Background: an optimization exercise with open tools, aiming at small area, a short achievable clock period and few clock cycles. Do not read the settings as production practice.
The RTL was checked by simulation tests, not by an equivalence proof against the original design.
Power figures rest on the tool's default switching activity, not on a simulated workload.

== 02-12 ==
Design mgm, start of the top module:
module mgm(clk, rst, len_A, len_M, cmd, done, key, A, M, C, T, nonce);
For scale: ~7100 cells after synthesis, ~760 flip-flops, roughly 0.060 mm² of cells after synthesis.
export LEC_CHECK = 0
export CAP_MARGIN = 20
export CORE_MARGIN = 2
export CORE_UTILIZATION = 50
export CTS_CLUSTER_DIAMETER = 100
export CTS_CLUSTER_SIZE = 20
export SETUP_SLACK_MARGIN = 4
export SLEW_MARGIN = 20
create_clock -name core_clock -period 7.5 [get_ports {clk}]
standard.sh (not shown) runs the stock make flow with config.mk's settings and CLKGATE_MAP_FILE= SYNTH_SCRIPT=/design/flow/synth_recipe.tcl, a recipe that flattens the netlist after the stock synthesis.
==> flow/flow/run.sh <==
#!/bin/bash
# The standard layout (the standard.sh: ORFS synthesis, floorplan,
# placement, CTS and routing, unchanged), except that the port buffers that
# global placement puts on every input and output are the smallest buffer
# cell, sky130_fd_sc_hd__buf_1, instead of the slow 10 um2 delay buffer that
# buffer_ports picks by default. Timing repair still resizes them where a
# path needs it.
set -euo pipefail
export BUFFER_PORTS_ARGS="-buffer_cell sky130_fd_sc_hd__buf_1"
bash standard.sh > standard_flow.log 2>&1
Testbench counts of 02-12, summed over its fixed seeds: cycles 7,332.
Relative to 02-12, the following input files were edited for 03-24:
-- flow/design.v --
<<< 02-12, line 371
  end
endfunction
  wire [31:0] g = a & k;
  wire [31:0] p = a ^ k;
  wire [7:0] G, P;
  genvar n;
  generate for (n = 0; n < 8; n = n + 1) begin : nib
    assign G[n] = g[4*n+3] | (p[4*n+3] & g[4*n+2]) | (p[4*n+3] & p[4*n+2] & g[4*n+1]) |
                  (p[4*n+3] & p[4*n+2] & p[4*n+1] & g[4*n]);
    assign P[n] = &p[4*n+3:4*n];
  end endgenerate
  wire g01 = G[1] | (P[1] & G[0]);
  wire p01 = P[1] & P[0];
  wire g23 = G[3] | (P[3] & G[2]);
  wire p23 = P[3] & P[2];
  wire g45 = G[5] | (P[5] & G[4]);
  wire p45 = P[5] & P[4];
  wire g03 = g23 | (p23 & g01);
  wire g02 = G[2] | (P[2] & g01);
  wire g04 = G[4] | (P[4] & g03);
  wire g05 = g45 | (p45 & g03);
  wire g06 = G[6] | (P[6] & g05);
  wire [7:0] c = {g06, g05, g04, g03, g02, g01, G[0], 1'b0};
  wire [3:0] s0 [0:7];
  wire [3:0] s1 [0:7];
  generate for (n = 0; n < 8; n = n + 1) begin : sum
    assign s0[n] = a[4*n+3:4*n] + k[4*n+3:4*n];
    assign s1[n] = a[4*n+3:4*n] + k[4*n+3:4*n] + 4'd1;
  end endgenerate
  wire [31:0] x0 = {S8(s0[7]), S7(s0[6]), S6(s0[5]), S5(s0[4]), S4(s0[3]), S3(s0[2]), S2(s0[1]), S1(s0[0])};
  wire [31:0] x1 = {S8(s1[7]), S7(s1[6]), S6(s1[5]), S5(s1[4]), S4(s1[3]), S3(s1[2]), S2(s1[1]), S1(s1[0])};
  wire [31:0] cm = {{4{c[7]}}, {4{c[6]}}, {4{c[5]}}, {4{c[4]}}, {4{c[3]}}, {4{c[2]}}, {4{c[1]}}, {4{c[0]}}};
  wire [31:0] sb = (x1 & cm) | (x0 & ~cm);
  assign f = {sb[20:0], sb[31:21]};
endmodule
>>> 03-24, line 371
  end
endfunction
  wire [31:0] s  = a + k;
  wire [31:0] sb = {S8(s[31:28]),S7(s[27:24]),S6(s[23:20]),S5(s[19:16]),S4(s[15:12]),S3(s[11:8]),S2(s[7:4]),S1(s[3:0])};
  assign f = {sb[20:0], sb[31:21]};
endmodule
<<< 02-12, line 508
wire       mbusy_n = rst ? 1'b0 : c_ld_x ? 1'b1 : (mbusy && y[63:4] == 60'd0) ? 1'b0 : mbusy;
wire       hr_n = hp_n ? h1r_n : h0r_n;
wire [63:0] mt, xn;
wire [63:0] cval;
wire [63:0] y_n = c_ld_a ? A : c_ld_c ? cval : c_ld_l ? {LA, LM} :
                  c_clr_acc ? 64'h0 : {4'b0000, y[63:4]};
wire       gr_n = hp_n ? g1r_n : g0r_n;
reg d_done, d_clr_pc, d_ld_zy, d_ld_h0, d_ld_h1, d_ld_g0, d_ld_g1, d_tk_h, d_tk_g,
>>> 03-24, line 479
wire       mbusy_n = rst ? 1'b0 : c_ld_x ? 1'b1 : (mbusy && y[63:4] == 60'd0) ? 1'b0 : mbusy;
wire       hr_n = hp_n ? h1r_n : h0r_n;
wire       gr_n = hp_n ? g1r_n : g0r_n;
reg d_done, d_clr_pc, d_ld_zy, d_ld_h0, d_ld_h1, d_ld_g0, d_ld_g1, d_tk_h, d_tk_g,
<<< 02-12, line 553
            default: ;
        endcase
        S_FINW: if (!mbusy_n || y_n[63:4] == 60'd0) begin
            d_ld_h0 = 1; d_h0_s = 1; d_st = S_FINS;
        end
>>> 03-24, line 520
            default: ;
        endcase
        S_FINW: if (!mbusy_n) begin
            d_ld_h0 = 1; d_h0_s = 1; d_st = S_FINS;
        end
<<< 02-12, line 584
    end
end
wire [63:0] h0d = c_h0_n ? {1'b1, nonce} : c_h0_s ? S ^ mt : Z;
wire [63:0] g0d = c_g0_n ? {1'b0, nonce} : Y;
gost_ku ku0(.clk(clk), .rst(rst), .key(key), .load(c_ld_h0 | c_ld_g0), .run(k0run),
>>> 03-24, line 551
    end
end
wire [63:0] h0d = c_h0_n ? {1'b1, nonce} : c_h0_s ? S : Z;
wire [63:0] g0d = c_g0_n ? {1'b0, nonce} : Y;
gost_ku ku0(.clk(clk), .rst(rst), .key(key), .load(c_ld_h0 | c_ld_g0), .run(k0run),
<<< 02-12, line 604
    assign mask[i] = lenok && (lenq >= 7'd64 - i);
end endgenerate
assign cval = (pc == 6) ? ((gq ^ M) & mask) : (gq ^ M);
mul m(.x(x), .y(y[3:0]), .t(mt), .xn(xn));
always @(posedge clk) begin
>>> 03-24, line 571
    assign mask[i] = lenok && (lenq >= 7'd64 - i);
end endgenerate
wire [63:0] cval = (pc == 6) ? ((gq ^ M) & mask) : (gq ^ M);
wire [63:0] mt, xn;
mul m(.x(x), .y(y[3:0]), .t(mt), .xn(xn));
always @(posedge clk) begin
<<< 02-12, line 614
    else if (c_yinc) Y[31:0] <= Y[31:0] + 32'h1;
    x <= c_ld_x ? hq : xn;
    y <= y_n;
    S <= c_clr_acc ? 64'h0 : S ^ mt;
    if (c_clr_acc) LA <= 32'h0;
>>> 03-24, line 582
    else if (c_yinc) Y[31:0] <= Y[31:0] + 32'h1;
    x <= c_ld_x ? hq : xn;
    if (c_ld_a) y <= A;
    else if (c_ld_c) y <= cval;
    else if (c_ld_l) y <= {LA, LM};
    else if (c_clr_acc) y <= 64'h0;
    else y <= {4'b0000, y[63:4]};
    S <= c_clr_acc ? 64'h0 : S ^ mt;
    if (c_clr_acc) LA <= 32'h0;
Of 02-12 and 03-24, the lower clock skew belongs to 03-24. Slowest cell on the critical path: sky130_fd_sc_hd__fa_1 -> 02-12, sky130_fd_sc_hd__or4b_1 -> 03-24. 03-24 against 02-12: number of clock-tree buffers in the layout went down by 3; setup slack went down by 500 ps. Comparing 02-12 and 03-24, the higher global-route wire length before repair was measured on 02-12. Compare 02-12 and 03-24 | power share of the combinational group lower: 03-24. From 02-12 to 03-24 the numbers moved as follows: synthesized area down 0.0045 mm²; total routing usage reported by global routing went down; total number of cells along the worst setup path has increased; tightest hold margin grew by 11 ps; multiplexer share of the synthesized area climbed 1.6 points. The non-clock buffering overhead in the final layout number comes out lower for 02-12 vs 03-24.
Testbench counts of 03-24, summed over its fixed seeds: cycles 7,364.

## what the ideal ports hide
How much do the figures lean on ideal ports? The routed layouts below were timed once more, with nothing changed but the port constraints.
Step 1, drivers: a clkbuf_16 drives clk and a buf_2 each remaining input, both assumed.
Step 2 times the ports against the registers' clock, not the clock port: input delays grow and output delays shrink by t, the midpoint of the rising clock arrivals with the driver on.
a / b / c = ideal / step 1 / step 2; a / b = the first two.
| run | t, ns | slack for setup (ns) | worst data-port slew with drivers (ns) | cell pins on the clock port's net |
|---|---|---|---|---|
| 02-12 | 0.744 | 3.956 / 3.956 / 3.318 | 0.14 | 1 |
| 03-24 | 0.766 | 3.459 / 3.459 / 3.037 | 0.18 | 1 |
After both steps every run listed still meets setup and hold. For 02-12, which loses most, drivers alone change the setup slack by 0.000 ns; drivers and shift together by -0.638 ns.
